What follows belongs to an exercise in optimizing a design on an open flow for small area; a production flow would make more cautious choices.
RTL that was checked went through simulation tests only; none was proved equivalent to the original.
Function not checked in run 3: the RTL went through the layout flow alone.
Power and IR drop assume default switching activity.

==> flow/design.v <==
module chan_ctrl
(
	input  wire clk,  
	input  wire rst_n,
	output wire [ 6:0] rd_addr,
	input  wire [31:0] rd_data,
	output wire [ 6:0] wr_addr,
	output wire [31:0] wr_data,
	output wire        wr_stb,
	input  wire        sync_stb,
	input  wire [31:0] ch_enas,
	output reg  [ 7:0] out_data,
	output wire        out_stb_addr,  
	output wire        out_stb_mix    
);
	localparam [4:0] W0  = 5'd10;   
	localparam [4:0] W2  = 5'd1;
	localparam [4:0] W3  = 5'd9;
	localparam [4:0] B0  = 5'd8;   
	localparam [4:0] B1  = 5'd4;
	localparam [4:0] B3  = 5'd5;
	localparam [4:0] BS  = 5'd0;   
	localparam [4:0] O0  = 5'd27;   
	localparam [4:0] O2  = 5'd20;
	localparam [4:0] A0  = 5'd14;   
	localparam [4:0] A3  = 5'd2;
	localparam [4:0] SZ  = 5'd11;  
	localparam [4:0] LP  = 5'd12;  
	localparam [4:0] SV  = 5'd13;  
	localparam [4:0] NE  = 5'd6;  
	localparam [4:0] ND0 = 5'd15;  
	localparam [4:0] ND2 = 5'd16;
	reg [4:0] st, next_st;
	reg [4:0] curr_ch;
	reg [31:0] offset;
	reg        c12;      
	reg        flag;     
	reg [5:0]  vol_l;    
	reg [5:0]  vol_r;    
	reg [13:0] base;     
	wire ch_ena = ch_enas[curr_ch];
	wire last   = &curr_ch;
	always @*
	case( st )
	W0:  next_st = sync_stb ? B0 : W0;
	W2:  next_st = sync_stb ? B3 : W3;
	W3:  next_st = sync_stb ? B0 : W0;
	B0:  next_st = ch_ena ? O0 : ND0;
	B3:  next_st = ch_ena ? O0 : ND0;
	B1:  next_st = ch_ena ? O2 : ND2;
	BS:  next_st = W2;
	O0:  next_st = A0;
	O2:  next_st = A3;
	A0:  next_st = SZ;
	A3:  next_st = SZ;
	SZ:  next_st = LP;
	LP:  next_st = SV;
	SV:  next_st = NE;
	NE:  next_st = last ? BS : B1;
	ND0: next_st = last ? BS : B1;
	ND2: next_st = last ? BS : B1;
	default: next_st = W0;
	endcase
	always @(posedge clk)
	if( !rst_n )
		st <= W0;
	else
		st <= next_st;
	wire s_next = (st==NE) || (st==ND0) || (st==ND2);
	wire s_offs = (st==O0) || (st==O2);
	wire s_add  = (st==A0) || (st==A3);
	wire s_size = (st==SZ);
	wire s_loop = (st==LP);
	wire s_save = (st==SV);
	wire [4:0] ch_inc;
	assign ch_inc[0] = s_next;
	genvar ci;
	generate
	for( ci=1; ci<5; ci=ci+1 ) begin: chi
		assign ch_inc[ci] = ch_inc[ci-1] & curr_ch[ci-1];
	end
	endgenerate
	always @(posedge clk)
		curr_ch <= {5{rst_n}} & (curr_ch ^ ch_inc);
	wire [12:0] lo;
	chan_ctrl_add12 u_lo (.a(offset[11:0]), .b(rd_data[25:14]), .s(lo));
	reg  [19:0] bop;
	always @*
	if( s_add )
		bop = {14'd0, rd_data[31:26]};
	else if( s_size )
		bop = ~rd_data[27:8];
	else if( s_loop )
		bop = flag ? rd_data[27:8] : 20'd0;
	else if( s_save )
		bop = 20'hFFFFF;
	else
		bop = {base[11:0], 8'd0};
	wire        cin = s_add || ((s_size || s_save) && c12);
	wire [20:0] hi;
	chan_ctrl_add20 u_hi (.a(offset[31:12]), .b(bop), .ci(cin), .s(hi));
	wire s_hw  = s_add || s_loop || s_save;
	wire h_lo  = !(s_offs || s_add);
	wire h_hi  = !(s_offs || s_hw);
	always @(posedge clk)
	begin
		offset[11:0]  <= ({12{s_offs}} & rd_data[11:0]) | ({12{s_add}} & lo[11:0]) | ({12{h_lo}} & offset[11:0]);
		offset[31:12] <= ({20{s_offs}} & rd_data[31:12]) | ({20{s_hw}} & hi[19:0]) | ({20{h_hi}} & offset[31:12]);
	end
	always @(posedge clk)
	begin
		c12  <= (s_add & lo[12]) | (!(s_add || s_next) & c12);
		flag <= (s_add & hi[20]) | (!s_add & (flag | (s_size & hi[20])));
	end
	wire s_ne   = (st==NE);
	wire h_vol  = !(s_add || s_next);
	wire h_b0   = !(s_size || s_ne);
	wire h_b1   = !(s_loop || s_ne);
	wire [5:0] vr_in = rd_data[5:0] ^ {6{rd_data[12]}};
	wire [13:0] bsum = {base[13:12] + {1'b0, hi[20]}, hi[19:8]};
	always @(posedge clk)
	begin
		vol_l       <= ({6{s_add}} & rd_data[11:6]) | ({6{s_next}} & offset[17:12]) | ({6{h_vol}} & vol_l);
		vol_r[1:0]  <= ({2{s_add}} & vr_in[1:0]) | ({2{s_next}} & offset[19:18]) | ({2{h_vol}} & vol_r[1:0]);
		vol_r[5:2]  <= ({4{s_add}} & vr_in[5:2]) | ({4{h_vol}} & vol_r[5:2]);
		base[7:0]   <= ({8{s_size}} & rd_data[7:0]) | ({8{s_ne}} & bsum[7:0]) | ({8{h_b0}} & base[7:0]);
		base[13:8]  <= ({6{s_loop}} & rd_data[5:0]) | ({6{s_ne}} & bsum[13:8]) | ({6{h_b1}} & base[13:8]);
	end
	wire [1:0] ra;
	assign ra[0] = (st==W2) || (st==O0) || (st==O2) || (st==ND0) || (st==ND2) ||
	               (st==SZ) || (st==LP) || (st==SV) || (st==NE);
	assign ra[1] = (st==A0) || (st==A3) || (st==SZ) || (st==LP) || (st==SV) || (st==NE);
	assign rd_addr = {curr_ch, ra};
	assign wr_addr = {curr_ch, 2'd0};
	assign wr_data = offset;
	assign wr_stb  = (st==NE);
	assign out_stb_mix  = rst_n && ( (st==LP) || (st==SV) || (st==NE) );
	assign out_stb_addr = rst_n && ( (st==B1) || (st==BS) || (st==O2) || (st==ND2) ||
	                                 (st==W2) || (st==A3) || (st==B3) || (st==W3) );
	always @*
	case( st )
	LP:          out_data = offset[11:4];
	SV:          out_data = {2'd0, vol_l};
	NE:          out_data = {2'd0, vol_r};
	B1, BS:      out_data = {2'd0, base[13:8]};
	O2, ND2, W2: out_data = base[7:0];
	default:     out_data = {vol_r[1:0], vol_l};
	endcase
endmodule
module chan_ctrl_add12
(
	input  wire [11:0] a,
	input  wire [11:0] b,
	output wire [12:0] s
);
	wire [11:0] g = a & b;
	wire [11:0] p = a ^ b;
	wire [12:0] c;
	assign c[0] = 1'b0;
	genvar gi;
	generate
	for( gi=0; gi<12; gi=gi+2 ) begin: grp
		assign c[gi+1] = g[gi] | p[gi] & c[gi];
		assign c[gi+2] = g[gi+1] | p[gi+1] & g[gi] | p[gi+1] & p[gi] & c[gi];
	end
	endgenerate
	assign s = {c[12], p ^ c[11:0]};
endmodule
module chan_ctrl_add20
(
	input  wire [19:0] a,
	input  wire [19:0] b,
	input  wire        ci,
	output wire [20:0] s
);
	wire [19:0] g = a & b;
	wire [19:0] p = a ^ b;
	wire [10:0] c;    
	wire [10:0] c0;   
	wire [10:0] c1;   
	assign c[0]  = ci;
	assign c0[0] = 1'b0;
	assign c1[0] = 1'b1;
	genvar gi;
	generate
	for( gi=0; gi<10; gi=gi+2 ) begin: grp
		assign c[gi+1]  = g[gi] | p[gi] & c[gi];
		assign c[gi+2]  = g[gi+1] | p[gi+1] & g[gi] | p[gi+1] & p[gi] & c[gi];
		assign c0[gi+1] = g[gi+10] | p[gi+10] & c0[gi];
		assign c0[gi+2] = g[gi+11] | p[gi+11] & g[gi+10] | p[gi+11] & p[gi+10] & c0[gi];
		assign c1[gi+1] = g[gi+10] | p[gi+10] & c1[gi];
		assign c1[gi+2] = g[gi+11] | p[gi+11] & g[gi+10] | p[gi+11] & p[gi+10] & c1[gi];
	end
	endgenerate
	wire [10:0] cu = c[10] ? c1 : c0;
	assign s = {cu[10], p ^ {cu[9:0], c[9:0]}};
endmodule
==> flow/flow/run.sh <==
#!/bin/bash
# Own layout flow. Synthesis: the standard synthesis, then the same
# synthesis again with an area-oriented ABC mapping (flow/own_abc.tcl); the
# second netlist is used only if its registers are exactly the standard
# synthesis's (names and cell types), else the standard one is kept.
# Layout: the standard ORFS steps, with port buffers of the smallest buffer
# cell and a small clock tree without dummy loads. Each tool's output goes
# to its own log in this folder.
set -euo pipefail
R=orfs/results/sky130hd/chan_ctrl/base
bash standard.sh synth > synth_standard.log 2>&1
cp $R/1_2_yosys.v standard_1_2_yosys.v
{ head -1 synth_recipe.tcl; cat flow/own_abc.tcl; tail -n +2 synth_recipe.tcl; } > own_synth.tcl
bash standard.sh clean_synth > clean_synth.log 2>&1
if bash standard.sh SYNTH_SCRIPT=$PWD/own_synth.tcl synth > synth_own.log 2>&1 &&
   python3 flow/regs.py standard_1_2_yosys.v $R/1_2_yosys.v > regs_check.log 2>&1; then
  echo "using the own synthesis" >> regs_check.log
else
  echo "using the standard synthesis" >> regs_check.log
  bash standard.sh clean_synth > clean_synth2.log 2>&1
  bash standard.sh synth > synth_standard2.log 2>&1
fi
export BUFFER_PORTS_ARGS="-buffer_cell sky130_fd_sc_hd__buf_1"
export CTS_ARGS="-sink_clustering_enable -repair_clock_nets -dont_use_dummy_load -root_buf sky130_fd_sc_hd__clkbuf_8 -buf_list {sky130_fd_sc_hd__clkbuf_4}"
bash standard.sh finish > layout.log 2>&1
==> flow/flow/own_abc.tcl <==
# Own ABC mapping, sourced after the first line of synth_recipe.tcl: the
# adder modules (if any) with ORFS's ABC script, everything else with an
# area-oriented ABC script. The rest of the synthesis is the standard one,
# so the registers are the standard synthesis's registers.
proc abc {args} {
  set adders [list]
  foreach m {chan_ctrl_add12 chan_ctrl_add20} {
    if { [llength [tee -q -s result.string select -list $m]] > 0 } { lappend adders $m }
  }
  if { [llength $adders] > 0 } {
    yosys abc {*}$args {*}$adders
  }
  set i [lsearch -exact $args -script]
  if { $i >= 0 } {
    lset args [expr {$i + 1}] "+strash;&get,-n;&fraig,-x;&put;scorr;dc2;dretime;strash;&get,-n;&dch,-f;&nf,{D};&put"
  }
  yosys abc {*}$args chan_ctrl
}
==> flow/flow/regs.py <==
# Compare the registers (instance name and cell type) of two netlists.
import re, sys
def regs(path):
    out = set()
    for m in re.finditer(r'^\s*(sky130_fd_sc_hd__\w+)\s+(\S+)\s*\(', open(path).read(), re.M):
        cell = re.sub(r'_\d+$', '', m.group(1))
        if re.search(r'__(e?s?df|s?dl|sedf)', cell):
            out.add((m.group(2), cell))
    return out
a, b = regs(sys.argv[1]), regs(sys.argv[2])
print(len(a), "registers in", sys.argv[1], len(b), "in", sys.argv[2])
sys.exit(0 if a == b and a else 1)
==> flow/standard.sh <==
#!/bin/bash
# synth_recipe.tcl (not shown) runs the flow's synth.tcl, then flattens the netlist and writes it again
# the make line also repeats each setting of config.mk as NAME=value (left out here)
make -C /OpenROAD-flow-scripts/flow DESIGN_CONFIG=/design/flow/config.mk WORK_HOME=/design/flow/orfs CLKGATE_MAP_FILE= SYNTH_SCRIPT=/design/flow/synth_recipe.tcl "${@:-finish}"
==> flow/config.mk <==
export PLATFORM = sky130hd
export DESIGN_NAME = chan_ctrl
export DESIGN_NICKNAME = chan_ctrl
export VERILOG_FILES = /design/flow/design.v
export SDC_FILE = /design/flow/constraint.sdc
export NUM_CORES = 4
export LEC_CHECK = 0
export CAP_MARGIN = 20
export CORE_MARGIN = 2
export CORE_UTILIZATION = 65
export SLEW_MARGIN = 20
==> flow/constraint.sdc <==
create_clock -name core_clock -period 5.0 [get_ports {clk}]
set_input_delay 1.0000 -clock core_clock [delete_from_list [all_inputs] [get_ports {clk}]]
set_output_delay 1.0000 -clock core_clock [all_outputs]
set_load 0.01 [all_outputs]
==> results.py, run 1 <==
metrics = {
    "floorplan": {
        "num_io_pins": 124,
        "core.rowCount": 31,
        "die-area_um2": 8050,
        "dieWidth_um": 89.7,
        "fp.dieH_um": 89.7,
        "start_util_pct": 66.5,
        "core_area_um2": 7180,
    },
    "setup_path": {
        "crit_path_max_fanout": 21,
        "crit_chain": "xnor2_1 > and2_0 > buf_4 > nand2_1 > o221ai_1 > ha_1 > o21ai_1 > a21o_1 > a21oi_1 > o211ai_1 > a21oi_1 > o2111ai_1 > nand3_1 > a31o_1 > a31oi_1 > clkinv_1 > fa_1 > xnor2_1 > nor2_1 > a221o_1",
        "criticalPathCategory": "reg2reg",
        "slowest_stage": "fa_1",
        "ff2ff_setup_slack_ns": 0.46,
        "crit_family": "compound AO/OA/AOI/OAI gates",
        "cp-end-kind": "flop",
        "slowest_delay_ns": 0.41,
        "start_kind": "flop",
        "path_depth": 20,
        "critPathBufInv": 2,
        "worst_r2r_path_depth": 20,
        "worstPathArrival_ns": 4.78,
        "required_ns": 5.24,
    },
    "synthesis": {
        "synth-seq-area-share_pct": 29.4,
        "synth_edf_count": 0,
        "synth_cells": 552,
        "yosysWarnings": 5,
        "async_reset_ff_share_pct": 0,
        "synth-seq-cells": 70,
        "syn_area_um2": 4770,
        "synthFlopType": "dfxtp_1",
        "syn_area_per_cell_um2": 8.65,
        "ys_types": 47,
    },
    "sta": {
        "rsz0062_at_grt": "no",
        "max_slew.worst_pin.slew_ns": 0.934,
        "finalSetupViolCount": 0,
        "fin_worst_skew_ns": 0.0324,
        "fin_ws_ns": 0.458,
        "fin_tns_setup_ns": 0,
        "timing.fmax_ghz": 0.220,
        "finalCritPeriodShare_pct": 90.8,
        "period_needed_ns": 4.54,
        "slew_viol_final": 0,
        "hold_viol": 0,
        "max_slew_margin_pct": 37.5,
    },
    "route": {
        "drt_pass1_iterations": 6,
        "wire_per_inst_um": 20.8,
        "num_vias": 5348,
        "wirelength_mm": 16.6,
        "ant_nets": 0,
        "vias_per_cell": 6.71,
        "drcViolationCount": 0,
        "drt_iter0_markers": 700,
    },
    "clock_tree": {
        "postCtsSetupRepairBufs": 0,
        "root_buffer": "clkbuf_8",
        "clock_sinks": 70,
        "clockBufferDepth": 2,
        "clk_pin_slew_ns": 0.07,
        "ctsHoldBuffers": 0,
        "cts_tree": "built",
        "cts_buffers": 9,
        "htree_levels": 3,
        "clk-insertion-delay-late_ns": 0.36,
    },
    "power": {
        "peakVddDrop_mv": 0.554,
        "p_per_area_nw_per_um2": 709,
        "cellLeakagePower_nw": 2.32,
    },
    "placement": {
        "portBuffers": 121,
        "place_congestion": 0.952,
        "dp_slack_ns": 0.0833,
        "dp_hpwl_mm": 12.4,
    },
    "min_path": {
        "whs_path_depth": 2,
        "min_path_type": "reg2reg",
    },
    "global_route": {
        "grt.total_usage_pct": 41.0,
        "grt_pass1_vias": 4948,
        "gr-total-overflow": 0,
        "grt_pass1_wl_mm": 25.8,
        "grt_max_degree": 31,
        "antenna_found_initial": 0,
    },
    "job": {
        "drv_cap": 0,
    },
    "layout": {
        "antenna_cells": 0,
        "syn_to_final_growth_pct": 17.8,
        "drive_above_1_share_pct": 6.88,
        "nNetsFinal": 818,
    },
    "status": {
        "outcome": "no timing/DRC/antenna violations",
    },
}
## cells in the final DEF (no fill, tap or decap), drive strengths merged, types with 9 or more instances in the layout
| cell type | count |
|---|---|
| a21oi | 39 |
| a22oi | 46 |
| dfxtp | 70 |
| fa | 15 |
| a221o | 11 |
| buf | 143 |
| clkinv | 23 |
| clkbuf | 9 |
| nand2 | 90 |
| ha | 36 |
| nand3 | 9 |
| o32ai | 11 |
| nor2 | 44 |
| xnor2 | 16 |
| o21ai | 35 |
## area by class of cell
| class | instances | area [um2] |
|---|---|---|
| clock buffers | 9 | 124 |
| inverters | 23 | 86.3 |
| flip-flops and latches | 70 | 1410 |
| multi-input cells | 453 | 3260 |
| repair buffers | 143 | 619 |
| well taps | 99 | 124 |
| fillers | 557 | 1550 |
## worst paths after layout
path	from	to
worst min-delay path	vol_r[4]$_DFF_P_	vol_r[4]$_DFF_P_
worst min register to register	vol_r[4]$_DFF_P_	vol_r[4]$_DFF_P_
worst max-delay path	st[3]$_SDFF_PN1_	offset[31]$_DFF_P_
worst max register to register	st[3]$_SDFF_PN1_	offset[31]$_DFF_P_
## state kept, by name, indices dropped and copies added (netlist names)
name	count
base	14
c12	1
vol_l	6
curr_ch	5
st	5
offset	32
flag	1
vol_r	6
## logic make-up after synthesis
group                    share of synthesized area [%]
multiplexers                                      3.98
AO/OA/AOI/OAI                                     27.1
buffers and inverters                             2.91
adder cells (fa/ha/maj)                           15.7
AND/OR/NAND/NOR                                   16.6
XOR/XNOR                                          4.22
other                                           0.0785
flip-flops                                        29.4
## synth_stat cells (all sizes together), types with 3 or more instances
cell / number / area [um2]
nand2: 90 / 338
dfxtp: 70 / 1400
a22oi: 46 / 345
nor2: 44 / 165
a21oi: 39 / 195
ha: 36 / 450
o21ai: 35 / 175
clkinv: 23 / 86.3
xnor2: 16 / 140
fa: 15 / 300
a221o: 11 / 110
o32ai: 11 / 96.3
nand3: 9 / 45.0
and2: 8 / 50.1
mux4: 8 / 180
a21o: 7 / 52.6
buf: 7 / 52.6
nor3: 7 / 35.0
o221ai: 7 / 61.3
xor2: 7 / 61.3
a222oi: 6 / 60.1
a21boi: 4 / 30.0
and3: 3 / 18.8
nand4b: 3 / 26.3
nor2b: 3 / 18.8
o22a: 3 / 26.3
o22ai: 3 / 18.8
or2: 3 / 18.8
## worst min-delay path: stages, from the launching register on
cell     delay, ns
dfxtp_1       0.33
nand2_1       0.05
o21ai_0       0.06
## through the flow
stage | cell area, um2 | instances | util (%) | hold slack, ns | total power [W]
3_3_place_gp | 5470 | 788 | 76.3 | 0.433 | 0.00344
5_1_grt | 5620 | 797 | 78.4 | 0.482 | 0.00428
4_1_cts | 5600 | 797 | 78.0 | 0.457 | 0.00389
3_5_place_dp | 5470 | 788 | 76.3 | 0.443 | 0.00352
2_1_floorplan | 4780 | 553 | - | 0.424 | 0.00270
6_report | 5620 | 797 | 78.4 | 0.466 | 0.00398
## timing repair
item | CTS | global route
hold endpoints to repair | 0 | 0
gates resized for setup | 0 | 8
endpoints found under the setup margin | 0 | 3
## where the power goes
group	switching, W	internal (W)
sequential	0.000301	0.000829
combinational	0.00148	0.00102
clock	0.000197	0.000161
total	0.00198	0.00201
## metal layers
layer	vias to the layer above	GRT usage, %	wire [um]
met5	-	0	0
met4	0	20.8	879
met3	73	11.6	2120
met2	396	63.3	7450
met1	2503	52.9	6100
li1	2376	-	-
==> run 2: changes to the inputs <==
--- a/flow/design.v
+++ b/flow/design.v
@@ -15,19 +15,19 @@
 );
 	localparam [4:0] W0  = 5'd10;   
 	localparam [4:0] W2  = 5'd1;
-	localparam [4:0] W3  = 5'd9;
+	localparam [4:0] W3  = 5'd2;
 	localparam [4:0] B0  = 5'd8;   
 	localparam [4:0] B1  = 5'd4;
 	localparam [4:0] B3  = 5'd5;
-	localparam [4:0] BS  = 5'd0;   
+	localparam [4:0] BS  = 5'd6;   
 	localparam [4:0] O0  = 5'd27;   
 	localparam [4:0] O2  = 5'd20;
-	localparam [4:0] A0  = 5'd14;   
-	localparam [4:0] A3  = 5'd2;
+	localparam [4:0] A0  = 5'd9;   
+	localparam [4:0] A3  = 5'd0;
 	localparam [4:0] SZ  = 5'd11;  
 	localparam [4:0] LP  = 5'd12;  
 	localparam [4:0] SV  = 5'd13;  
-	localparam [4:0] NE  = 5'd6;  
+	localparam [4:0] NE  = 5'd14;  
 	localparam [4:0] ND0 = 5'd15;  
 	localparam [4:0] ND2 = 5'd16;
 	reg [4:0] st, next_st;
@@ -126,10 +126,14 @@
 		base[7:0]   <= ({8{s_size}} & rd_data[7:0]) | ({8{s_ne}} & bsum[7:0]) | ({8{h_b0}} & base[7:0]);
 		base[13:8]  <= ({6{s_loop}} & rd_data[5:0]) | ({6{s_ne}} & bsum[13:8]) | ({6{h_b1}} & base[13:8]);
 	end
-	wire [1:0] ra;
-	assign ra[0] = (st==W2) || (st==O0) || (st==O2) || (st==ND0) || (st==ND2) ||
-	               (st==SZ) || (st==LP) || (st==SV) || (st==NE);
-	assign ra[1] = (st==A0) || (st==A3) || (st==SZ) || (st==LP) || (st==SV) || (st==NE);
+	reg [1:0] ra;
+	always @*
+	case( st )
+	W2, O0, O2, ND0, ND2: ra = 2'd1;
+	A0, A3:               ra = 2'd2;
+	SZ, LP, SV, NE:       ra = 2'd3;
+	default:              ra = 2'd0;
+	endcase
 	assign rd_addr = {curr_ch, ra};
 	assign wr_addr = {curr_ch, 2'd0};
 	assign wr_data = offset;
--- a/flow/flow/run.sh
+++ b/flow/flow/run.sh
@@ -21,5 +21,6 @@
   bash standard.sh synth > synth_standard2.log 2>&1
 fi
 export BUFFER_PORTS_ARGS="-buffer_cell sky130_fd_sc_hd__buf_1"
+export PRE_GLOBAL_PLACE_TCL=$PWD/flow/pre_gpl.tcl
 export CTS_ARGS="-sink_clustering_enable -repair_clock_nets -dont_use_dummy_load -root_buf sky130_fd_sc_hd__clkbuf_8 -buf_list {sky130_fd_sc_hd__clkbuf_4}"
 bash standard.sh finish > layout.log 2>&1
==> flow/flow/pre_gpl.tcl (new file) <==
# Sourced before global placement (PRE_GLOBAL_PLACE_TCL): remove the
# synthesis buffers, as timing-driven placement would, so that placement
# need not be timing-driven; later timing repair buffers what it needs.
remove_buffers
--- a/flow/config.mk
+++ b/flow/config.mk
@@ -8,4 +8,5 @@
 export CAP_MARGIN = 20
 export CORE_MARGIN = 2
 export CORE_UTILIZATION = 65
+export GPL_TIMING_DRIVEN = 0
 export SLEW_MARGIN = 20
==> results.py, run 2 <==
metrics = {
    "power": {
        "p_per_area_nw_per_um2": 693,
        "cellLeakagePower_nw": 2.39,
        "peakVddDrop_mv": 0.358,
    },
    "route": {
        "ant_nets": 0,
        "drcViolationCount": 0,
        "num_vias": 5352,
        "wire_per_inst_um": 20.0,
        "drt_pass1_iterations": 5,
        "drt_iter0_markers": 779,
        "vias_per_cell": 6.63,
        "wirelength_mm": 16.2,
    },
    "setup_path": {
        "critPathLaunch": "st[3]$_SDFF_PN1_",
        "required_ns": 5.28,
        "ff2ff_setup_slack_ns": 0.33,
        "r2r_end": "offset[31]$_DFF_P_",
        "slowest_delay_ns": 0.47,
        "crit_top_cell": "o211ai_1",
        "worst_r2r_path_depth": 20,
        "r2r-start": "st[3]$_SDFF_PN1_",
        "start_kind": "flop",
        "worstPathArrival_ns": 4.96,
        "criticalPathCategory": "reg2reg",
        "cp-end-kind": "flop",
        "crit_chain": "nor2b_4 > and3_4 > or2_4 > a32o_1 > ha_1 > clkinv_1 > a211oi_1 > o21a_1 > o211ai_1 > a21oi_1 > o211ai_1 > a21oi_1 > o2111ai_1 > a31oi_1 > o211ai_1 > nand2_1 > fa_1 > xor2_1 > a22oi_1 > nand2_1",
        "slowest_stage": "dfxtp_1",
        "crit_path_max_fanout": 11,
    },
    "synthesis": {
        "synth_cells": 575,
        "ys_types": 47,
        "synth_edf_count": 0,
        "synth-seq-area-share_pct": 29.4,
        "synthFlopType": "dfxtp_1",
        "syn_area_per_cell_um2": 8.52,
        "async_reset_ff_share_pct": 0,
        "synth-seq-cells": 72,
        "synth_common_cells": "103 x nand2_1, 72 x dfxtp_1, 50 x a22oi_1",
        "yosysWarnings": 5,
        "synth_area_leaders": "dfxtp_1 29%, ha_1 9.2%, nand2_1 7.9%",
        "synth_top_area_cell": "dfxtp_1",
        "synth_top_area_share_pct": 29.4,
        "synth.most_common_cell": "nand2_1",
        "syn_area_um2": 4900,
    },
    "floorplan": {
        "die-area_um2": 8240,
        "core_area_um2": 7290,
        "num_io_pins": 124,
        "start_util_pct": 67.2,
        "core.rowCount": 31,
        "fp.dieH_um": 90.8,
        "dieWidth_um": 90.8,
    },
    "sta": {
        "hold_slack_ns": 0.445,
        "timing.fmax_ghz": 0.214,
        "fin_tns_setup_ns": 0,
        "finalCritPeriodShare_pct": 93.5,
        "rsz0062_at_grt": "no",
        "max_slew.worst_pin.slew_ns": 1.15,
        "max_slew_margin_pct": 22.8,
        "hold_viol": 0,
        "slew_viol_final": 0,
        "period_needed_ns": 4.67,
        "finalSetupViolCount": 0,
        "fin_worst_skew_ns": 0.0173,
    },
    "placement": {
        "portBuffers": 121,
        "place_congestion": 0.955,
        "dpl-instance-area_um2": 5470,
        "dp_hpwl_mm": 11.8,
    },
    "global_route": {
        "antenna_found_initial": 0,
        "grt_max_degree": 35,
        "grt_pass1_vias": 4952,
        "grt.total_usage_pct": 39.1,
        "grt_pass1_wl_mm": 25.3,
        "gr-total-overflow": 0,
    },
    "clock_tree": {
        "cts_tree": "built",
        "clockBufferDepth": 2,
        "clk-insertion-delay-late_ns": 0.35,
        "clk_pin_slew_ns": 0.07,
        "clock_sinks": 72,
        "htree_levels": 3,
        "cts_buffers": 9,
        "ctsHoldBuffers": 0,
        "root_buffer": "clkbuf_8",
    },
    "layout": {
        "nNetsFinal": 828,
        "syn_to_final_growth_pct": 16.5,
        "antenna_cells": 0,
        "fin_util_pct": 78.2,
        "largest_register_ffs": 32,
        "layout_common_cells": "121 x buf_1, 102 x nand2_1, 69 x dfxtp_1, 49 x a22oi_1, 43 x o21ai_0",
        "final_cell_area_um2": 5700,
        "largest_register": "offset",
        "layout_commonest_cell": "buf_1",
        "drive_above_1_share_pct": 5.65,
        "largestRegisters": "offset: 32 flops, base: 14 flops",
    },
    "min_path": {
        "hold_end": "vol_l[0]$_DFF_P_",
        "min_path_type": "reg2reg",
        "min_from": "vol_l[0]$_DFF_P_",
        "whs_path_depth": 2,
    },
    "job": {
        "drv_cap": 0,
    },
    "status": {
        "outcome": "no timing/DRC/antenna violations",
    },
}
-- run 2: changes by cell type in the layout (fill, tap and decap cells not counted), moves of 6 or more --
cell	change
buf_4	-17
a32o_1	+6
o32ai_1	-11
nand2_1	+12
o21ai_0	+9
a211oi_1	+11
-- run 2: timing repair --
item | CTS | global route
setup buffers | 0 | 5
setup endpoints to repair | 27 | 15
gates cloned | 1 | 1
gates resized for setup | 9 | 9
pin swaps | 1 | 2
-- run 2: kinds of logic after synthesis --
group | after synthesis | synth area share [%]
AO/OA/AOI/OAI | 199 | 27.7
XOR/XNOR | 22 | 3.93
adder cells (fa/ha/maj) | 51 | 15.3
buffers and inverters | 34 | 3.14
flip-flops | 72 | 29.4
multiplexers | 9 | 3.88
other | 1 | 0.0766
AND/OR/NAND/NOR | 187 | 16.5
-- run 2: final cells by class --
| class | count | area, um2 |
|---|---|---|
| fill | 569 | 1590 |
| timing repair buffer | 128 | 522 |
| inverter | 27 | 101 |
| multi-input combinational | 472 | 3390 |
| sequential | 72 | 1450 |
| clock buffer | 9 | 124 |
| tap | 99 | 124 |
-- run 2: layer usage --
layer  part of all wire [%]  up-vias  GRT usage, %
met5                      0        -             0
met4                    4.6        0          18.8
met3                     13       72          6.59
met2                     44      402          60.2
met1                     38     2466          53.7
li1                       -     2412             -
-- run 2: how the worst max path moves through the flow --
stage / slack [ns] / cells past startpoint / endpoint
after floorplan: 0.02 / 20 / offset[31]$_DFF_P_
after CTS: 0.02 / 20 / offset[31]$_DFF_P_
after global routing: 0.006 / 19 / offset[31]$_DFF_P_
final: 0.33 / 20 / offset[31]$_DFF_P_
after global placement: -1.36 / 20 / offset[31]$_DFF_P_
after detailed placement: -1.19 / 20 / offset[31]$_DFF_P_
-- run 2: critical path: cells and delay by family, from the launching register on --
| family | cells | cell delay (ns) |
|---|---|---|
| compound gates | 11 | 2.14 |
| buf+inv | 1 | 0.05 |
| xor+xnor | 1 | 0.30 |
| simple gates | 5 | 0.99 |
| flops | 1 | 0.47 |
| fa+ha+maj | 2 | 0.67 |
-- run 2: power by group --
group | switching (W) | leakage [nW] | total [W] | internal [W]
Sequential | 0.000356 | 0.601 | 0.00121 | 0.000850
Clock | 0.000197 | 0.0647 | 0.000358 | 0.000161
Combinational | 0.00140 | 1.72 | 0.00239 | 0.000984
Total | 0.00196 | 2.39 | 0.00395 | 0.00199
-- run 2: per-stage QoR --
stage                     power [W]  worst slack (ns)  std cells
after floorplan             0.00274            0.0212        576
after global placement      0.00331             -1.36        789
after detailed placement    0.00345             -1.19        791
after CTS                   0.00383            0.0210        801
after global routing        0.00426           0.00596        807
final                       0.00395             0.326        807
==> run 3: changes to the inputs <==
--- a/flow/design.v
+++ b/flow/design.v
@@ -157,18 +157,25 @@
 	input  wire [11:0] b,
 	output wire [12:0] s
 );
-	wire [11:0] g = a & b;
-	wire [11:0] p = a ^ b;
-	wire [12:0] c;
-	assign c[0] = 1'b0;
-	genvar gi;
+	wire [11:0] g [0:4];
+	wire [11:0] p [0:4];
+	assign g[0] = a & b;
+	assign p[0] = a ^ b;
+	genvar gl, gi;
 	generate
-	for( gi=0; gi<12; gi=gi+2 ) begin: grp
-		assign c[gi+1] = g[gi] | p[gi] & c[gi];
-		assign c[gi+2] = g[gi+1] | p[gi+1] & g[gi] | p[gi+1] & p[gi] & c[gi];
+	for( gl=0; gl<4; gl=gl+1 ) begin: lvl
+		for( gi=0; gi<12; gi=gi+1 ) begin: bit_
+			if( (gi>>gl) & 1 ) begin: n
+				assign g[gl+1][gi] = g[gl][gi] | p[gl][gi] & g[gl][((gi>>gl)<<gl)-1];
+				assign p[gl+1][gi] = p[gl][gi] & p[gl][((gi>>gl)<<gl)-1];
+			end else begin: w
+				assign g[gl+1][gi] = g[gl][gi];
+				assign p[gl+1][gi] = p[gl][gi];
+			end
+		end
 	end
 	endgenerate
-	assign s = {c[12], p ^ c[11:0]};
+	assign s = {g[4][11], p[0] ^ {g[4][10:0], 1'b0}};
 endmodule
 module chan_ctrl_add20
 (
@@ -177,25 +184,25 @@
 	input  wire        ci,
 	output wire [20:0] s
 );
-	wire [19:0] g = a & b;
-	wire [19:0] p = a ^ b;
-	wire [10:0] c;    
-	wire [10:0] c0;   
-	wire [10:0] c1;   
-	assign c[0]  = ci;
-	assign c0[0] = 1'b0;
-	assign c1[0] = 1'b1;
-	genvar gi;
+	wire [19:0] g0 = a & b;
+	wire [19:0] p0 = a ^ b;
+	wire [19:0] g [0:5];
+	wire [19:0] p [0:5];
+	assign g[0] = {g0[19:1], g0[0] | p0[0] & ci};
+	assign p[0] = p0;
+	genvar gl, gi;
 	generate
-	for( gi=0; gi<10; gi=gi+2 ) begin: grp
-		assign c[gi+1]  = g[gi] | p[gi] & c[gi];
-		assign c[gi+2]  = g[gi+1] | p[gi+1] & g[gi] | p[gi+1] & p[gi] & c[gi];
-		assign c0[gi+1] = g[gi+10] | p[gi+10] & c0[gi];
-		assign c0[gi+2] = g[gi+11] | p[gi+11] & g[gi+10] | p[gi+11] & p[gi+10] & c0[gi];
-		assign c1[gi+1] = g[gi+10] | p[gi+10] & c1[gi];
-		assign c1[gi+2] = g[gi+11] | p[gi+11] & g[gi+10] | p[gi+11] & p[gi+10] & c1[gi];
+	for( gl=0; gl<5; gl=gl+1 ) begin: lvl
+		for( gi=0; gi<20; gi=gi+1 ) begin: bit_
+			if( (gi>>gl) & 1 ) begin: n
+				assign g[gl+1][gi] = g[gl][gi] | p[gl][gi] & g[gl][((gi>>gl)<<gl)-1];
+				assign p[gl+1][gi] = p[gl][gi] & p[gl][((gi>>gl)<<gl)-1];
+			end else begin: w
+				assign g[gl+1][gi] = g[gl][gi];
+				assign p[gl+1][gi] = p[gl][gi];
+			end
+		end
 	end
 	endgenerate
-	wire [10:0] cu = c[10] ? c1 : c0;
-	assign s = {cu[10], p ^ {cu[9:0], c[9:0]}};
+	assign s = {g[5][19], p0 ^ {g[5][18:0], ci}};
 endmodule
--- a/flow/flow/run.sh
+++ b/flow/flow/run.sh
@@ -21,6 +21,5 @@
   bash standard.sh synth > synth_standard2.log 2>&1
 fi
 export BUFFER_PORTS_ARGS="-buffer_cell sky130_fd_sc_hd__buf_1"
-export PRE_GLOBAL_PLACE_TCL=$PWD/flow/pre_gpl.tcl
-export CTS_ARGS="-sink_clustering_enable -repair_clock_nets -dont_use_dummy_load -root_buf sky130_fd_sc_hd__clkbuf_8 -buf_list {sky130_fd_sc_hd__clkbuf_4}"
+export CTS_ARGS="-sink_clustering_enable -repair_clock_nets -dont_use_dummy_load -root_buf sky130_fd_sc_hd__clkbuf_8 -buf_list {sky130_fd_sc_hd__clkbuf_4 sky130_fd_sc_hd__clkbuf_8}"
 bash standard.sh finish > layout.log 2>&1
--- a/flow/config.mk
+++ b/flow/config.mk
@@ -8,5 +8,5 @@
 export CAP_MARGIN = 20
 export CORE_MARGIN = 2
 export CORE_UTILIZATION = 65
-export GPL_TIMING_DRIVEN = 0
 export SLEW_MARGIN = 20
+export SYNTH_HIERARCHICAL = 1
removed: flow/flow/pre_gpl.tcl
==> results.py, run 3 <==
metrics = {
    "job": {
        "drv_cap": 0,
    },
    "floorplan": {
        "start_util_pct": 66.6,
        "dieWidth_um": 92.5,
        "core.rowCount": 32,
        "die-area_um2": 8560,
        "fp.dieH_um": 92.5,
        "core_area_um2": 7650,
        "num_io_pins": 124,
    },
    "synthesis": {
        "synth_xor_area_share_pct": 3.10,
        "synth-seq-cells": 72,
        "synth-seq-area-share_pct": 28.3,
        "synth_common_cells": "140 x nand2_1, 72 x dfxtp_1, 57 x a22oi_1",
        "synth.area.mux_share_pct": 4.15,
        "synth_top_area_share_pct": 28.3,
        "async_reset_ff_share_pct": 0,
        "ys_types": 60,
        "yosysWarnings": 9,
        "synth_compound_area_share_pct": 27.6,
        "syn_area_per_cell_um2": 8.10,
        "synth_top_family_by_area": "compound AO/OA/AOI/OAI gates",
        "syn_area_um2": 5090,
        "synth_cells": 629,
        "synth.most_common_cell": "nand2_1",
        "synth_edf_count": 0,
        "synth-simple-area-share_pct": 21.3,
        "synthAdderAreaFrac_pct": 12.3,
        "synthFlopType": "dfxtp_1",
        "synth_top_area_cell": "dfxtp_1",
        "synth_area_leaders": "dfxtp_1 28%, nand2_1 10%, a22oi_1 8.4%",
    },
    "clock_tree": {
        "clk-insertion-delay-late_ns": 0.36,
        "ctsHoldBuffers": 0,
        "postCtsSetupRepairBufs": 0,
        "cts_tree": "built",
        "clock_sinks": 72,
        "root_buffer": "clkbuf_8",
        "cts-resized-gates": 0,
        "clk_pin_slew_ns": 0.07,
        "clockBufferDepth": 2,
        "htree_levels": 3,
        "cts_buffers": 9,
    },
    "setup_path": {
        "cp-end-kind": "flop",
        "crit_path_max_fanout": 16,
        "criticalPathCategory": "reg2reg",
        "crit_top_cell": "fa_1",
        "crit_family": "compound AO/OA/AOI/OAI gates",
        "ff2ff_setup_slack_ns": 0.40,
        "slowest_delay_ns": 0.58,
        "worstPathArrival_ns": 4.84,
        "start_kind": "flop",
        "required_ns": 5.24,
        "slowest_stage": "nor3b_1",
        "crit_chain": "nor3b_1 > a22o_1 > nor2_1 > a31oi_1 > inv_1 > fa_1 > inv_1 > fa_1 > a211oi_1 > o211a_1 > o32a_4 > o21ai_0 > fa_1 > a22oi_1 > nand2_1",
        "critPathBufInv": 2,
    },
    "sta": {
        "max_slew.worst_pin.slew_ns": 0.944,
        "max_slew_margin_pct": 36.6,
        "finalCritPeriodShare_pct": 92.0,
        "fin_ws_ns": 0.399,
        "hold_slack_ns": 0.443,
        "fin_worst_skew_ns": 0.0174,
        "period_needed_ns": 4.60,
        "rsz0062_at_grt": "no",
        "slew_viol_final": 0,
        "fin_tns_setup_ns": 0,
        "timing.fmax_ghz": 0.217,
        "hold_viol": 0,
        "finalSetupViolCount": 0,
    },
    "route": {
        "ant_nets": 0,
        "vias_per_cell": 6.55,
        "wirelength_mm": 16.8,
        "wire_per_inst_um": 19.4,
        "num_vias": 5668,
        "drt_iter0_markers": 652,
        "drcViolationCount": 0,
        "drt_pass1_iterations": 6,
    },
    "layout": {
        "largest_register_ffs": 32,
        "antenna_cells": 0,
        "layout_common_cells": "140 x nand2_1, 121 x buf_1, 72 x dfxtp_1, 57 x a22oi_1, 44 x a21oi_1",
        "nNetsFinal": 877,
        "syn_to_final_growth_pct": 14.6,
        "largest_register": "offset",
        "largestRegisters": "offset: 32 flops, base: 14 flops",
        "drive_above_1_share_pct": 5.76,
        "layout_commonest_cell": "nand2_1",
        "fin_util_pct": 76.3,
    },
    "global_route": {
        "grt.total_usage_pct": 39.2,
        "gr-total-overflow": 0,
        "grt_pass1_vias": 5252,
        "grt_pass1_wl_mm": 26.0,
        "grt_max_degree": 27,
        "antenna_found_initial": 0,
    },
    "power": {
        "p_sw_share_pct": 50.9,
        "peakVddDrop_mv": 0.376,
        "cellLeakagePower_nw": 2.57,
        "internal_power_w": 0.00206,
        "power_switching_w": 0.00213,
        "sequentialPowerShare_pct": 27.0,
        "p_per_area_nw_per_um2": 718,
        "combPwrFrac_pct": 64.3,
        "clock_power_share_pct": 8.7,
    },
    "placement": {
        "portBuffers": 121,
        "dp_hpwl_mm": 12.9,
        "place_congestion": 0.980,
        "dp_slack_ns": 0.492,
    },
    "min_path": {
        "min_path_type": "reg2reg",
    },
    "status": {
        "outcome": "no timing/DRC/antenna violations",
    },
}
[run 3: per-layer routing]
metal | share of wire [%] | vias up | routed length [um] | global-route usage (%)
met5 | 0 | - | 0 | 0
met4 | 5.5 | 0 | 927 | 22.1
met3 | 12 | 84 | 2000 | 8.95
met2 | 44 | 380 | 7420 | 62.5
met1 | 38 | 2607 | 6440 | 48.9
li1 | - | 2597 | - | -
[run 3: metrics by stage]
| step | area [um2] | std cells | total power, W |
|---|---|---|---|
| floorplan | 5100 | 630 | 0.00296 |
| global placement | 5710 | 857 | 0.00363 |
| detailed placement | 5710 | 857 | 0.00373 |
| CTS | 5840 | 866 | 0.00410 |
| global route | 5840 | 866 | 0.00451 |
| finish | 5840 | 866 | 0.00419 |
[run 3: kinds of logic (layout without fill, tap and decap cells)]
family	count (synthesis)	after routing
muxes	11	11
xor gates and xnor gates	18	18
AOI/OAI and AO/OA	200	200
buffers and inverters	35	169
and+or+nand+nor	248	248
DFF	72	72
adders and majority gates	44	44
other	1	2
[run 3: layout make-up]
| class | instances | area [um2] |
|---|---|---|
| Tap cell | 102 | 128 |
| Timing Repair Buffer | 133 | 544 |
| Sequential cell | 72 | 1440 |
| Multi-Input combinational cell | 523 | 3500 |
| Clock buffer | 9 | 124 |
| Fill cell | 637 | 1810 |
| Inverter | 27 | 101 |
[run 3: worst register-to-register path, delay by kind of cell (launching register included)]
kind                       cells  cell delay (ns)
and+or+nand+nor                3             0.78
AOI/OAI and AO/OA              7             1.98
buffers and inverters          2             0.15
DFF                            1             0.54
adders and majority gates      3             1.05
[run 3: power groups by stage]
stage	logic, W	clock network, W	registers [W]
finish	0.00269	0.000363	0.00113
global route	0.00297	0.000381	0.00115
CTS	0.00262	0.000363	0.00112
detailed placement	0.00260	0	0.00113
global placement	0.00251	0	0.00112
floorplan	0.00184	0	0.00112
[run 3: path summary, 6_finish.rpt]
check,startpoint,to,cells past startpoint
max,st[0]$_SDFF_PN0_,base[8]$_DFF_P_,15
min,vol_l[0]$_DFF_P_,vol_l[0]$_DFF_P_,2
min reg2reg,vol_l[0]$_DFF_P_,vol_l[0]$_DFF_P_,2
max reg2reg,st[0]$_SDFF_PN0_,base[8]$_DFF_P_,15
[run 3: Yosys stat by module (local to each module, per instance)]
module,cells,flip-flops and latches
chan_ctrl,470,72
chan_ctrl_add20,108,0
chan_ctrl_add12,51,0
==> run 4: changes to the inputs <==
--- a/flow/design.v
+++ b/flow/design.v
@@ -15,19 +15,19 @@
 );
 	localparam [4:0] W0  = 5'd10;   
 	localparam [4:0] W2  = 5'd1;
-	localparam [4:0] W3  = 5'd2;
+	localparam [4:0] W3  = 5'd9;
 	localparam [4:0] B0  = 5'd8;   
 	localparam [4:0] B1  = 5'd4;
 	localparam [4:0] B3  = 5'd5;
-	localparam [4:0] BS  = 5'd6;   
+	localparam [4:0] BS  = 5'd0;   
 	localparam [4:0] O0  = 5'd27;   
 	localparam [4:0] O2  = 5'd20;
-	localparam [4:0] A0  = 5'd9;   
-	localparam [4:0] A3  = 5'd0;
+	localparam [4:0] A0  = 5'd14;   
+	localparam [4:0] A3  = 5'd2;
 	localparam [4:0] SZ  = 5'd11;  
 	localparam [4:0] LP  = 5'd12;  
 	localparam [4:0] SV  = 5'd13;  
-	localparam [4:0] NE  = 5'd14;  
+	localparam [4:0] NE  = 5'd6;  
 	localparam [4:0] ND0 = 5'd15;  
 	localparam [4:0] ND2 = 5'd16;
 	reg [4:0] st, next_st;
@@ -126,14 +126,10 @@
 		base[7:0]   <= ({8{s_size}} & rd_data[7:0]) | ({8{s_ne}} & bsum[7:0]) | ({8{h_b0}} & base[7:0]);
 		base[13:8]  <= ({6{s_loop}} & rd_data[5:0]) | ({6{s_ne}} & bsum[13:8]) | ({6{h_b1}} & base[13:8]);
 	end
-	reg [1:0] ra;
-	always @*
-	case( st )
-	W2, O0, O2, ND0, ND2: ra = 2'd1;
-	A0, A3:               ra = 2'd2;
-	SZ, LP, SV, NE:       ra = 2'd3;
-	default:              ra = 2'd0;
-	endcase
+	wire [1:0] ra;
+	assign ra[0] = (st==W2) || (st==O0) || (st==O2) || (st==ND0) || (st==ND2) ||
+	               (st==SZ) || (st==LP) || (st==SV) || (st==NE);
+	assign ra[1] = (st==A0) || (st==A3) || (st==SZ) || (st==LP) || (st==SV) || (st==NE);
 	assign rd_addr = {curr_ch, ra};
 	assign wr_addr = {curr_ch, 2'd0};
 	assign wr_data = offset;
@@ -157,25 +153,18 @@
 	input  wire [11:0] b,
 	output wire [12:0] s
 );
-	wire [11:0] g [0:4];
-	wire [11:0] p [0:4];
-	assign g[0] = a & b;
-	assign p[0] = a ^ b;
-	genvar gl, gi;
+	wire [11:0] g = a & b;
+	wire [11:0] p = a ^ b;
+	wire [12:0] c;
+	assign c[0] = 1'b0;
+	genvar gi;
 	generate
-	for( gl=0; gl<4; gl=gl+1 ) begin: lvl
-		for( gi=0; gi<12; gi=gi+1 ) begin: bit_
-			if( (gi>>gl) & 1 ) begin: n
-				assign g[gl+1][gi] = g[gl][gi] | p[gl][gi] & g[gl][((gi>>gl)<<gl)-1];
-				assign p[gl+1][gi] = p[gl][gi] & p[gl][((gi>>gl)<<gl)-1];
-			end else begin: w
-				assign g[gl+1][gi] = g[gl][gi];
-				assign p[gl+1][gi] = p[gl][gi];
-			end
-		end
+	for( gi=0; gi<12; gi=gi+2 ) begin: grp
+		assign c[gi+1] = g[gi] | p[gi] & c[gi];
+		assign c[gi+2] = g[gi+1] | p[gi+1] & g[gi] | p[gi+1] & p[gi] & c[gi];
 	end
 	endgenerate
-	assign s = {g[4][11], p[0] ^ {g[4][10:0], 1'b0}};
+	assign s = {c[12], p ^ c[11:0]};
 endmodule
 module chan_ctrl_add20
 (
@@ -184,25 +173,25 @@
 	input  wire        ci,
 	output wire [20:0] s
 );
-	wire [19:0] g0 = a & b;
-	wire [19:0] p0 = a ^ b;
-	wire [19:0] g [0:5];
-	wire [19:0] p [0:5];
-	assign g[0] = {g0[19:1], g0[0] | p0[0] & ci};
-	assign p[0] = p0;
-	genvar gl, gi;
+	wire [19:0] g = a & b;
+	wire [19:0] p = a ^ b;
+	wire [10:0] c;    
+	wire [10:0] c0;   
+	wire [10:0] c1;   
+	assign c[0]  = ci;
+	assign c0[0] = 1'b0;
+	assign c1[0] = 1'b1;
+	genvar gi;
 	generate
-	for( gl=0; gl<5; gl=gl+1 ) begin: lvl
-		for( gi=0; gi<20; gi=gi+1 ) begin: bit_
-			if( (gi>>gl) & 1 ) begin: n
-				assign g[gl+1][gi] = g[gl][gi] | p[gl][gi] & g[gl][((gi>>gl)<<gl)-1];
-				assign p[gl+1][gi] = p[gl][gi] & p[gl][((gi>>gl)<<gl)-1];
-			end else begin: w
-				assign g[gl+1][gi] = g[gl][gi];
-				assign p[gl+1][gi] = p[gl][gi];
-			end
-		end
+	for( gi=0; gi<10; gi=gi+2 ) begin: grp
+		assign c[gi+1]  = g[gi] | p[gi] & c[gi];
+		assign c[gi+2]  = g[gi+1] | p[gi+1] & g[gi] | p[gi+1] & p[gi] & c[gi];
+		assign c0[gi+1] = g[gi+10] | p[gi+10] & c0[gi];
+		assign c0[gi+2] = g[gi+11] | p[gi+11] & g[gi+10] | p[gi+11] & p[gi+10] & c0[gi];
+		assign c1[gi+1] = g[gi+10] | p[gi+10] & c1[gi];
+		assign c1[gi+2] = g[gi+11] | p[gi+11] & g[gi+10] | p[gi+11] & p[gi+10] & c1[gi];
 	end
 	endgenerate
-	assign s = {g[5][19], p0 ^ {g[5][18:0], ci}};
+	wire [10:0] cu = c[10] ? c1 : c0;
+	assign s = {cu[10], p ^ {cu[9:0], c[9:0]}};
 endmodule
==> flow/flow/run.sh (replaced) <==
#!/bin/bash
# Own layout flow. Synthesis: the standard synthesis, then the same
# synthesis again with an ABC mapping of its own (flow/own_abc.tcl, flow/abc.script); the
# second netlist is used only if its registers are exactly the standard
# synthesis's (names and cell types), else the standard one is kept.
# Layout: the standard ORFS steps, with port buffers of the smallest buffer
# cell and a small clock tree without dummy loads. Each tool's output goes
# to its own log in this folder.
set -euo pipefail
R=orfs/results/sky130hd/chan_ctrl/base
bash standard.sh synth > synth_standard.log 2>&1
cp $R/1_2_yosys.v standard_1_2_yosys.v
{ head -1 synth_recipe.tcl; cat flow/own_abc.tcl; tail -n +2 synth_recipe.tcl; } > own_synth.tcl
export OWN_ABC_SCRIPT=$PWD/flow/abc.script
bash standard.sh clean_synth > clean_synth.log 2>&1
if bash standard.sh SYNTH_SCRIPT=$PWD/own_synth.tcl synth > synth_own.log 2>&1 &&
   python3 flow/regs.py standard_1_2_yosys.v $R/1_2_yosys.v > regs_check.log 2>&1; then
  echo "using the own synthesis" >> regs_check.log
else
  echo "using the standard synthesis" >> regs_check.log
  bash standard.sh clean_synth > clean_synth2.log 2>&1
  bash standard.sh synth > synth_standard2.log 2>&1
fi
export BUFFER_PORTS_ARGS="-buffer_cell sky130_fd_sc_hd__buf_1"
export CTS_ARGS="-sink_clustering_enable -repair_clock_nets -dont_use_dummy_load -root_buf sky130_fd_sc_hd__clkbuf_8 -buf_list {sky130_fd_sc_hd__clkbuf_4}"
bash standard.sh finish > layout.log 2>&1
==> flow/flow/abc.script (new file) <==
strash
balance
resub -K 6
rewrite
resub -K 6 -N 2
refactor
resub -K 8
balance
resub -K 8 -N 2
rewrite
resub -K 10
rewrite -z
resub -K 10 -N 2
balance
resub -K 12
refactor -z
resub -K 12 -N 2
balance
&get -n
&dch -f
&nf {D}
&put
==> flow/flow/own_abc.tcl (replaced) <==
# Own ABC mapping, sourced after the first line of synth_recipe.tcl: ABC runs
# the script in flow/abc.script (one command per line) instead of ORFS's
# speed script. The rest of the synthesis, and so every register, is the
# standard synthesis's.
proc abc {args} {
  set f [open $::env(OWN_ABC_SCRIPT) r]
  set cmds [list]
  foreach line [split [read $f] "\n"] {
    set line [string trim $line]
    if { $line ne "" && [string index $line 0] ne "#" } { lappend cmds [string map {" " ","} $line] }
  }
  close $f
  set i [lsearch -exact $args -script]
  if { $i >= 0 } { lset args [expr {$i + 1}] "+[join $cmds {;}]" }
  yosys abc {*}$args
}
--- a/flow/config.mk
+++ b/flow/config.mk
@@ -9,4 +9,3 @@
 export CORE_MARGIN = 2
 export CORE_UTILIZATION = 65
 export SLEW_MARGIN = 20
-export SYNTH_HIERARCHICAL = 1
==> results.py, run 4 <==
metrics = {
    "status": {
        "outcome": "no timing/DRC/antenna violations",
    },
    "job": {
        "drv_cap": 0,
    },
    "setup_path": {
        "crit_path_max_fanout": 10,
        "critPathBufInv": 1,
        "crit_family": "compound AO/OA/AOI/OAI gates",
        "cp-end-kind": "flop",
        "crit_chain": "nand2_1 > or3_1 > nor2_1 > a21oi_1 > o21ai_0 > ha_1 > a21o_1 > a31o_1 > a31o_1 > a31oi_1 > o21a_1 > o21ai_0 > buf_4 > a41o_1 > fa_1 > xor2_1 > a22oi_1 > nand2_1",
        "slowest_delay_ns": 0.54,
        "worstPathArrival_ns": 4.87,
        "start_kind": "flop",
        "criticalPathCategory": "reg2reg",
        "required_ns": 5.22,
        "slowest_stage": "or3_1",
    },
    "synthesis": {
        "synth-seq-area-share_pct": 28.9,
        "synth.most_common_cell": "nand2_1",
        "syn_area_per_cell_um2": 8.24,
        "synth-seq-cells": 70,
        "synth_top_area_share_pct": 28.9,
        "synth_cells": 589,
        "yosysWarnings": 1,
        "syn_area_um2": 4850,
        "synth_edf_count": 0,
        "synth_common_cells": "103 x nand2_1, 70 x dfxtp_1, 53 x a21oi_1",
        "synth_area_leaders": "dfxtp_1 29%, ha_1 9.3%, nand2_1 8.0%",
        "ys_types": 47,
        "synth_top_area_cell": "dfxtp_1",
        "async_reset_ff_share_pct": 0,
        "synthFlopType": "dfxtp_1",
    },
    "clock_tree": {
        "ctsHoldBuffers": 0,
        "root_buffer": "clkbuf_8",
        "clk_pin_slew_ns": 0.07,
        "cts_tree": "built",
        "clk-insertion-delay-late_ns": 0.36,
        "clockBufferDepth": 2,
        "clock_sinks": 70,
        "postCtsSetupRepairBufs": 0,
        "cts_buffers": 9,
        "cts-resized-gates": 0,
        "htree_levels": 3,
    },
    "floorplan": {
        "core_area_um2": 7250,
        "start_util_pct": 66.9,
        "die-area_um2": 8180,
        "core.rowCount": 31,
        "dieWidth_um": 90.4,
        "fp.dieH_um": 90.4,
        "num_io_pins": 124,
    },
    "sta": {
        "fin_tns_setup_ns": 0,
        "max_slew_margin_pct": 23.0,
        "finalSetupViolCount": 0,
        "max_slew.worst_pin.slew_ns": 1.15,
        "rsz0062_at_grt": "no",
        "fin_ws_ns": 0.353,
        "timing.fmax_ghz": 0.215,
        "slew_viol_final": 0,
        "hold_viol": 0,
        "fin_worst_skew_ns": 0.0272,
        "finalCritPeriodShare_pct": 92.9,
        "period_needed_ns": 4.65,
    },
    "power": {
        "cellLeakagePower_nw": 2.42,
        "clock_power_share_pct": 9.7,
        "power_switching_w": 0.00185,
        "power_w": 0.00373,
        "internal_power_w": 0.00188,
        "combPwrFrac_pct": 60.6,
        "peakVddDrop_mv": 0.357,
        "sequentialPowerShare_pct": 29.8,
        "p_sw_share_pct": 49.6,
        "p_per_area_nw_per_um2": 659,
    },
    "route": {
        "drcViolationCount": 0,
        "ant_nets": 0,
        "num_vias": 5572,
        "wire_per_inst_um": 20.5,
        "drt_pass1_iterations": 6,
        "vias_per_cell": 6.71,
        "drt_iter0_markers": 734,
        "wirelength_mm": 17.0,
    },
    "min_path": {
        "min_path_type": "reg2reg",
    },
    "placement": {
        "portBuffers": 121,
        "place_congestion": 0.986,
        "dp_hpwl_mm": 12.8,
        "dp_slack_ns": 0.383,
    },
    "layout": {
        "largestRegisters": "offset: 32 flops, base: 14 flops",
        "largest_register": "offset",
        "nNetsFinal": 852,
        "drive_above_1_share_pct": 4.23,
        "layout_common_cells": "121 x buf_1, 103 x nand2_1, 70 x dfxtp_1, 53 x a21oi_1, 47 x nor2_1",
        "antenna_cells": 0,
        "fill_cells": 531,
        "syn_to_final_growth_pct": 16.4,
        "layout_commonest_cell": "buf_1",
        "largest_register_ffs": 32,
    },
    "global_route": {
        "grt_pass1_wl_mm": 26.5,
        "antenna_found_initial": 0,
        "grt.total_usage_pct": 41.1,
        "grt_max_degree": 33,
        "grt_pass1_vias": 5183,
        "gr-total-overflow": 0,
    },
}
[run 4: changes by cell type after synthesis, sizes merged, moves of 6 or more]
cell and change:
nand2 -37, inv -21, clkinv +17, a221o +11
a22oi -11, a21oi +9, nand3 -8, nor2 +8
o211ai -8, o21ai +7, a211oi -6, mux2i +6
o32ai +6
[run 4: metal layers]
layer	global-route usage (%)	up-vias	part of all wire, %
met4	18.6	0	3.7
met1	53.6	2565	37
met5	0	-	0
met2	65.1	457	46
li1	-	2483	-
met3	9.52	67	14
[run 4: metrics by stage]
stage | hold WS, ns | util, % | instance area [um2] | std cells
floorplan | 0.415 | - | 4860 | 590
global placement | 0.425 | 76.2 | 5530 | 822
detailed placement | 0.439 | 76.2 | 5530 | 822
CTS | 0.446 | 77.9 | 5650 | 831
global route | 0.485 | 77.9 | 5650 | 831
finish | 0.449 | 77.9 | 5650 | 831
[run 4: kinds of logic (layout without fill, tap and decap cells)]
kind of cell               count (synthesis)  count (layout)  share of synthesized area [%]
and+or+nand+nor                          206             206                           18.6
AOI/OAI and AO/OA                        203             203                           28.0
DFF                                       70              70                           28.9
adders and majority gates                 51              51                           15.5
buffers and inverters                     30             172                           2.86
xor gates and xnor gates                  17              17                           3.07
muxes                                     11              11                           3.04
other                                      1               2                         0.0772
[run 4: power by group through the flow]
stage               combinational, W  sequential [W]  clock (W)
finish                       0.00226         0.00111   0.000360
global route                 0.00249         0.00113   0.000373
CTS                          0.00220         0.00109   0.000356
detailed placement           0.00218         0.00110          0
global placement             0.00209         0.00109          0
floorplan                    0.00147         0.00108          0
[run 4: worst reg2reg max path, cell delays in order, from the launching register on]
cell,delay (ns)
dfxtp_1,0.49
nand2_1,0.20
or3_1,0.54
nor2_1,0.17
a21oi_1,0.05
o21ai_0,0.09
ha_1,0.30
a21o_1,0.17
a31o_1,0.25
a31o_1,0.28
a31oi_1,0.33
o21a_1,0.23
o21ai_0,0.15
buf_4,0.20
a41o_1,0.27
fa_1,0.41
xor2_1,0.18
a22oi_1,0.14
nand2_1,0.08
[run 4: path summary, 6_finish.rpt]
kind / endpoint / from / slack, ns / cells past startpoint
min reg2reg: vol_l[4]$_DFF_P_ / vol_l[4]$_DFF_P_ / 0.45 / 2
min: vol_l[4]$_DFF_P_ / vol_l[4]$_DFF_P_ / 0.45 / 2
max reg2reg: offset[31]$_DFF_P_ / st[3]$_SDFF_PN1_ / 0.35 / 18
max: offset[31]$_DFF_P_ / st[3]$_SDFF_PN1_ / 0.35 / 18
[run 4: final cells by class]
type                            instances  area, um2  area share, %
Clock buffer                            9        124           2.19
Multi-Input combinational cell        490       3320           58.7
Tap cell                               99        124           2.19
Sequential cell                        70       1400           24.8
Timing Repair Buffer                  140        597           10.6
Inverter                               23       86.3           1.53
==> run 5: changes to the inputs <==
==> flow/flow/abc.script (replaced) <==
strash
&get -n
&fraig -x
&put
scorr
dc2
dretime
strash
&get -n
&dch -f
&nf {D}
&put
&get -n
&dch -f
&nf {D}
&put
&get -n
&dch -f
&nf {D}
&put
&get -n
&dch -f
&nf {D}
&put
==> results.py, run 5 <==
metrics = {
    "layout": {
        "nNetsFinal": 801,
        "largest_register_ffs": 32,
        "antenna_cells": 0,
        "largestRegisters": "offset: 32 flops, base: 14 flops",
        "syn_to_final_growth_pct": 17.1,
        "largest_register": "offset",
        "seq_area_um2": 1410,
        "fill_cells": 533,
        "drive_above_1_share_pct": 6.17,
        "layout_common_cells": "121 x buf_1, 85 x nand2_1, 67 x dfxtp_1, 64 x a22oi_1, 59 x o21ai_0",
        "fin_cells": 777,
        "multi_input_area_um2": 3160,
        "fin_util_pct": 79.5,
        "layout_commonest_cell": "buf_1",
    },
    "setup_path": {
        "worstPathArrival_ns": 4.83,
        "required_ns": 5.21,
        "cp-end-kind": "flop",
        "worst_r2r_path_depth": 19,
        "slowest_stage": "dfxtp_1",
        "critPathLaunch": "st[1]$_SDFF_PN1_",
        "slowest_delay_ns": 0.46,
        "start_kind": "flop",
        "criticalPathCategory": "reg2reg",
        "crit_chain": "or3b_1 > nor2_1 > buf_4 > buf_4 > a221oi_1 > o21ai_0 > ha_1 > o211ai_1 > a21oi_1 > o211ai_1 > a21oi_1 > o211ai_1 > a22oi_1 > a31o_1 > a31oi_1 > clkinv_1 > fa_1 > xnor2_1 > o21ai_0",
        "crit_path_max_fanout": 12,
        "r2r_end": "base[11]$_DFF_P_",
        "r2r-start": "st[1]$_SDFF_PN1_",
        "crit_top_cell": "o211ai_1",
        "ff2ff_setup_slack_ns": 0.38,
    },
    "global_route": {
        "antenna_found_initial": 0,
        "grt.total_usage_pct": 40.9,
        "gr-total-overflow": 0,
        "grt_pass1_wl_mm": 24.2,
        "grt_pass1_vias": 4777,
        "grt_max_degree": 21,
    },
    "synthesis": {
        "synth_common_cells": "85 x nand2_1, 70 x dfxtp_1, 64 x a22oi_1",
        "ys_types": 45,
        "synth_edf_count": 0,
        "async_reset_ff_share_pct": 0,
        "synthFlopType": "dfxtp_1",
        "synth-seq-cells": 70,
        "synth_area_leaders": "dfxtp_1 30%, a22oi_1 10%, ha_1 9.6%",
        "synth-seq-area-share_pct": 29.9,
        "syn_area_per_cell_um2": 8.74,
        "syn_area_um2": 4690,
        "synth_top_area_cell": "dfxtp_1",
        "yosysWarnings": 1,
        "synth_cells": 537,
        "synth.most_common_cell": "nand2_1",
        "synth_top_area_share_pct": 29.9,
    },
    "route": {
        "ant_nets": 0,
        "wirelength_mm": 15.6,
        "wire_per_inst_um": 20.0,
        "vias_per_cell": 6.70,
        "drt_iter0_markers": 652,
        "num_vias": 5206,
        "drt_pass1_iterations": 6,
        "drcViolationCount": 0,
    },
    "sta": {
        "period_needed_ns": 4.62,
        "timing.fmax_ghz": 0.217,
        "fin_tns_setup_ns": 0,
        "slew_viol_final": 0,
        "finalCritPeriodShare_pct": 92.4,
        "hold_slack_ns": 0.471,
        "fin_worst_skew_ns": 0.0161,
        "finalSetupViolCount": 0,
        "rsz0062_at_grt": "no",
        "max_slew_margin_pct": 30.7,
        "max_slew.worst_pin.slew_ns": 1.04,
        "hold_viol": 0,
    },
    "job": {
        "drv_cap": 0,
    },
    "power": {
        "power_w": 0.00379,
        "peakVddDrop_mv": 0.424,
        "p_per_area_nw_per_um2": 690,
        "cellLeakagePower_nw": 2.28,
    },
    "clock_tree": {
        "root_buffer": "clkbuf_8",
        "cts_tree": "built",
        "clock_sinks": 70,
        "clockBufferDepth": 2,
        "cts_buffers": 9,
        "htree_levels": 3,
        "clk-insertion-delay-late_ns": 0.34,
        "clk_pin_slew_ns": 0.07,
        "ctsHoldBuffers": 0,
    },
    "floorplan": {
        "fp.dieH_um": 89.0,
        "core.rowCount": 30,
        "num_io_pins": 124,
        "start_util_pct": 67.9,
        "dieWidth_um": 89.0,
        "die-area_um2": 7910,
        "core_area_um2": 6910,
    },
    "min_path": {
        "hold_end": "offset[23]$_DFF_P_",
        "min_from": "offset[23]$_DFF_P_",
        "min_path_type": "reg2reg",
        "whs_path_depth": 2,
    },
    "placement": {
        "portBuffers": 121,
        "dp_hpwl_mm": 12.0,
        "dp.cells": 766,
        "place_congestion": 1.00,
    },
    "status": {
        "outcome": "no timing/DRC/antenna violations",
    },
}
-- run 5: routing by layer --
layer / vias to the layer above / track usage, % / routed length (um)
li1: 2303 / - / -
met1: 2440 / 54.0 / 5920
met2: 375 / 65.5 / 7060
met3: 88 / 7.57 / 1790
met4: 0 / 19.0 / 812
met5: - / 0 / 0
-- run 5: how the worst max path moves through the flow --
stage / end / slack (ns) / cells after the start
2_1_floorplan: offset[30]$_DFF_P_ / 0.02 / 20
3_3_place_gp: offset[30]$_DFF_P_ / 0.25 / 18
3_5_place_dp: base[11]$_DFF_P_ / 0.16 / 18
4_1_cts: base[11]$_DFF_P_ / 0.30 / 18
5_1_grt: base[11]$_DFF_P_ / 0.01 / 19
6_report: base[11]$_DFF_P_ / 0.38 / 19
-- run 5: where the power goes --
| part | internal (W) | switching, W | total (W) | leakage (nW) |
|---|---|---|---|---|
| Sequential | 0.000828 | 0.000293 | 0.00112 | 0.585 |
| Clock | 0.000161 | 0.000191 | 0.000351 | 0.0647 |
| Combinational | 0.000934 | 0.00138 | 0.00232 | 1.63 |
| Total | 0.00192 | 0.00187 | 0.00379 | 2.28 |
-- run 5: worst max-delay path, delay by kind of cell, from the launching register on --
family                   cells  cell delay, ns
AO/OA/AOI/OAI               11            1.93
adder cells (fa/ha/maj)      2            0.72
AND/OR/NAND/NOR              2            0.61
buffers and inverters        3            0.55
flip-flops                   1            0.46
XOR/XNOR                     1            0.19
-- run 5: what timing repair did --
action / CTS / global route
setup endpoints to repair: 0 / 5
setup buffers: 0 / 1
hold endpoints to repair: 0 / 0
resized for setup: 0 / 3
-- run 5: per-stage QoR --
stage                     setup slack, ns  area [um2]
after global placement              0.254        5350
after floorplan                    0.0172        4690
after detailed placement            0.159        5350
after global routing               0.0143        5490
after CTS                           0.298        5480
final                               0.381        5490
-- run 5: layout make-up --
type                            count  share of cell area, %
Inverter                           22                   1.50
Tap cell                           96                   2.19
Sequential cell                    70                   25.6
Clock buffer                        9                   2.25
Multi-Input combinational cell    439                   57.5
Timing Repair Buffer              141                   11.0
-- run 5: cell families after synthesis --
logic type               after synthesis  synth area share [%]
AO/OA/AOI/OAI                        206                  28.3
XOR/XNOR                              24                  4.48
adder cells (fa/ha/maj)               51                  16.0
buffers and inverters                 29                  2.88
flip-flops                            70                  29.9
multiplexers                          11                  5.01
other                                  1                0.0799
AND/OR/NAND/NOR                      145                  13.4

## re-timing with driven ports
The results above use ideal ports. As a check the final layouts listed here were re-extracted and re-timed, cells and wires unchanged.
Step 1 assumes that a clkbuf_16 drives the clock port and a buf_2 every other input.
Step 2 moves the port delays by t, midway between the first and last clock arrival at a register: inputs arrive t later, outputs are due t later. That takes back most of the time a late clock gives input paths.
Slacks: ideal ports / drivers / drivers and shift; pairs: ideal ports / drivers.
| run | t (ns) | setup WS [ns] | clock arrival spread, ns | worst slew at a driven data input, ns |
|---|---|---|---|---|
| run 1 | 0.381 | 0.458 / 0.458 / 0.180 | 0.032 / 0.032 | 0.04 |
| run 2 | 0.378 | 0.326 / 0.326 / 0.143 | 0.018 / 0.018 | 0.05 |
| run 3 | 0.382 | 0.399 / 0.399 / 0.399 | 0.018 / 0.018 | 0.04 |
| run 4 | 0.379 | 0.353 / 0.353 / 0.242 | 0.027 / 0.028 | 0.05 |
| run 5 | 0.368 | 0.381 / 0.381 / 0.077 | 0.016 / 0.016 | 0.04 |
After both steps setup and hold are still met in every run listed. The setup slack of run 5, which loses most, moves by 0.000 ns with the drivers and by -0.304 ns with both steps.
